Source: an optimization exercise on an open RTL-to-GDS flow (aim: small area and few clock cycles). Production flows keep margins and buffers that such runs may drop. Where RTL was checked, it was by simulation tests only, not by an equivalence proof against the original.

JK:
==> flow/design.v <==
`timescale 1ns/1ns
module mul_divider
(
    input   wire    rst,
    input   wire    clk,
    output  wire    muldiv_int,
                                        input   wire    muldiv_cn_wctrl,
                                        input   wire    muldiv_ar_wctrl,
    output  wire  [7:0] muldiv_br,      input   wire    muldiv_br_wctrl,
    output  wire  [7:0] muldiv_hr,      input   wire    muldiv_hr_wctrl,
    output  wire  [7:0] muldiv_cr,      input   wire    muldiv_cr_wctrl,
    input   wire  [7:0] dbus_wdata
  );
reg           muldiv_f;
reg           muldiv_md;       
reg   [1:0]   muldiv_sm;       
reg   [7:0]   ar_reg;
reg   [7:0]   br_reg;
reg   [7:0]   hr_reg;
reg   [7:0]   cr_reg;
reg   [2:0]   cnt_reg;
wire          muldiv_run = |cnt_reg;
assign  muldiv_br   =br_reg;
assign  muldiv_hr   =hr_reg;
assign  muldiv_cr   =cr_reg;
assign  muldiv_int  = muldiv_f;
wire  [7:0] a0 = muldiv_ar_wctrl ? dbus_wdata : ar_reg;
wire  [7:0] b0 = muldiv_br_wctrl ? dbus_wdata : br_reg;
wire  [7:0] h0 = muldiv_hr_wctrl ? dbus_wdata : hr_reg;
wire        start = (muldiv_cn_wctrl & dbus_wdata[5])
                  | (muldiv_ar_wctrl & (muldiv_sm==2'h1))
                  | (muldiv_br_wctrl & (muldiv_sm==2'h2))
                  | (muldiv_hr_wctrl & (muldiv_sm==2'h3));
wire        md_eff = muldiv_cn_wctrl ? dbus_wdata[3] : muldiv_md;
wire        last   = ~start & (cnt_reg == 3'h7);
function [9:0] add9;
  input [8:0] a;
  input [8:0] b;
  input       cin;
  reg   [9:0] g, p, gg, pp, ng, np;
  integer i, l, d;
  begin
    g  = {a & b, cin};
    p  = {a ^ b, 1'b0};
    gg = g; pp = p;
    for (l = 0; l < 4; l = l + 1)
    begin
      d  = 1 << l;
      ng = gg; np = pp;
      for (i = 0; i < 10; i = i + 1)
        if ((i / d) % 2 == 1)
        begin
          ng[i] = gg[i] | (pp[i] & gg[(i / d) * d - 1]);
          np[i] = pp[i] & pp[(i / d) * d - 1];
        end
      gg = ng; pp = np;
    end
    add9 = {gg[9], p[9:1] ^ gg[8:0]};
  end
endfunction
wire  [7:0]    m_h = muldiv_run ? hr_reg : 8'h0;
wire  [7:0]    m_c = muldiv_run ? cr_reg : a0;
wire  [9:0]    m_s = m_h + m_c[1:0] * b0;
wire  [15:0]   m_next = {m_s, m_c[7:2]};
reg   [7:0]  r_rem;
reg   [15:0] r_x;
reg   [8:0]  r_t;
reg   [9:0]  r_d;
integer j;
always @*
begin
  r_rem = muldiv_run ? cr_reg : 8'h0;
  r_x   = {h0, b0};
  for (j = 0; j < 2; j = j + 1)
  begin
    r_t   = {r_rem, r_x[15]};
    r_d   = add9(r_t, ~{1'b0, a0}, 1'b1);
    r_d[9] = ~r_d[9];
    r_rem = r_d[9] ? r_t[7:0] : r_d[7:0];
    r_x   = {r_x[14:0], ~r_d[9]};
  end
end
always
@(negedge rst or posedge clk)
begin
  if(~rst)
  begin
    {muldiv_f,muldiv_md,muldiv_sm}<=4'h0;
    ar_reg <=8'h0;
    br_reg <=8'h0;
    hr_reg <=8'h0;
    cr_reg <=8'h0;
    cnt_reg <=3'h0;
  end
  else
  begin
    if(muldiv_cn_wctrl) begin {muldiv_f,muldiv_md,muldiv_sm}<={dbus_wdata[6],dbus_wdata[3],dbus_wdata[1:0]}; cnt_reg<=3'h0; end
    if(muldiv_ar_wctrl) ar_reg<=dbus_wdata;
    if(muldiv_br_wctrl) br_reg<=dbus_wdata;
    if(muldiv_hr_wctrl) hr_reg<=dbus_wdata;
    if(muldiv_cr_wctrl) cr_reg<=dbus_wdata;
    if(start | (muldiv_run & ~muldiv_cn_wctrl))
    begin
      cnt_reg <= start ? (md_eff ? 3'h1 : 3'h5) : cnt_reg + 1'b1;
      muldiv_f <= last;
      if(~md_eff)
        {hr_reg,cr_reg} <= m_next;
      else
      begin
        {hr_reg,br_reg} <= r_x;
        cr_reg <= r_rem;
      end
    end
  end
end
endmodule
clock: 5.0 ns
lec_check: 0
abc_area: 1
cap_margin: 20
core_margin: 2
core_utilization: 40
gpl_timing_driven: 0
slew_margin: 20
standard.sh (not shown) runs the stock make flow with config.mk's settings and CLKGATE_MAP_FILE= SYNTH_SCRIPT=/design/flow/synth_recipe.tcl, a recipe that flattens the netlist after the stock synthesis.
==> flow/flow/run.sh <==
#!/bin/bash
# Standard layout (the standard.sh), with the port buffers made from the
# smallest buffer cell instead of the default one, and a clock tree without dummy loads.
export BUFFER_PORTS_ARGS="-buffer_cell sky130_fd_sc_hd__buf_1"
export CTS_ARGS="-sink_clustering_enable -repair_clock_nets -dont_use_dummy_load"
bash standard.sh > standard.log 2>&1
Testbench counts of JK, summed over its fixed seeds: cycles 154,097.
#### Input delta (MS over JK)
--- a/flow/design.v
+++ b/flow/design.v
@@ -61,5 +61,10 @@
 wire  [7:0]    m_h = muldiv_run ? hr_reg : 8'h0;
 wire  [7:0]    m_c = muldiv_run ? cr_reg : a0;
-wire  [9:0]    m_s = m_h + m_c[1:0] * b0;
+wire  [8:0]    m_p0 = {1'b0, b0 & {8{m_c[0]}}};
+wire  [8:0]    m_p1 = {b0 & {8{m_c[1]}}, 1'b0};
+wire  [8:0]    m_p2 = {1'b0, m_h};
+wire  [8:0]    m_sv = m_p0 ^ m_p1 ^ m_p2;
+wire  [8:0]    m_cv = {(m_p0[7:0] & m_p1[7:0]) | (m_p0[7:0] & m_p2[7:0]) | (m_p1[7:0] & m_p2[7:0]), 1'b0};
+wire  [9:0]    m_s;
 wire  [15:0]   m_next = {m_s, m_c[7:2]};
 reg   [7:0]  r_rem;
@@ -67,4 +72,5 @@
 reg   [8:0]  r_t;
 reg   [9:0]  r_d;
+reg   [9:0]  r_s;
 integer j;
 always @*
@@ -75,5 +81,11 @@
   begin
     r_t   = {r_rem, r_x[15]};
-    r_d   = add9(r_t, ~{1'b0, a0}, 1'b1);
+    if (j == 0)
+    begin
+      r_d = add9(md_eff ? r_t : m_sv, md_eff ? ~{1'b0, a0} : m_cv, md_eff);
+      r_s = r_d;
+    end
+    else
+      r_d = add9(r_t, ~{1'b0, a0}, 1'b1);
     r_d[9] = ~r_d[9];
     r_rem = r_d[9] ? r_t[7:0] : r_d[7:0];
@@ -81,4 +93,5 @@
   end
 end
+assign m_s = r_s;
 always
 @(negedge rst or posedge clk)
Although it ran to completion, MS produced a layout that fails the final checks because of setup timing. Taking JK as the reference, in MS maximum number of pins on one net before global-route repair shows a reduction of 1; area enclosed by the die boundary shows a reduction of 120 um2; post-synth design cell area shows a reduction of 1.3%; number of global-route vias before repair shows an increase of about 3.7%. br_reg[0]$_DFF_PN0_ as the capture point of the worst path was reported by MS, and cr_reg[3]$_DFFE_PN0P_ by JK.
Only the layout flow was run in MS; the RTL was not checked for function there.

## afterwards: timing with drivers on the ports
Ports are ideal in the flow. The routed layouts listed here were re-timed in OpenROAD.
Step 1: set_driving_cell puts a clkbuf_16 on clk and a buf_2 on each other input, an assumption about the parent block.
Step 2 also shifts input and output timing later by t, the mid clock arrival at the registers, as if the neighbouring blocks saw the same clock.
Slacks: no drivers / after step 1 / after step 2; pairs: no drivers / after step 1.
run	t (ns)	setup slack, ns	worst setup path after step 2	latest minus earliest clock arrival (ns)	pins driven straight from the clock port
JK	0.325	0.414 / 0.419 / 0.094	input to register	0.022 / 0.022	1
MS	0.314	-0.063 / -0.089 / -0.403	input to register	0.020 / 0.020	1
The setup slack of MS, which loses most, moves by -0.026 ns with the drivers and by -0.340 ns with both steps.
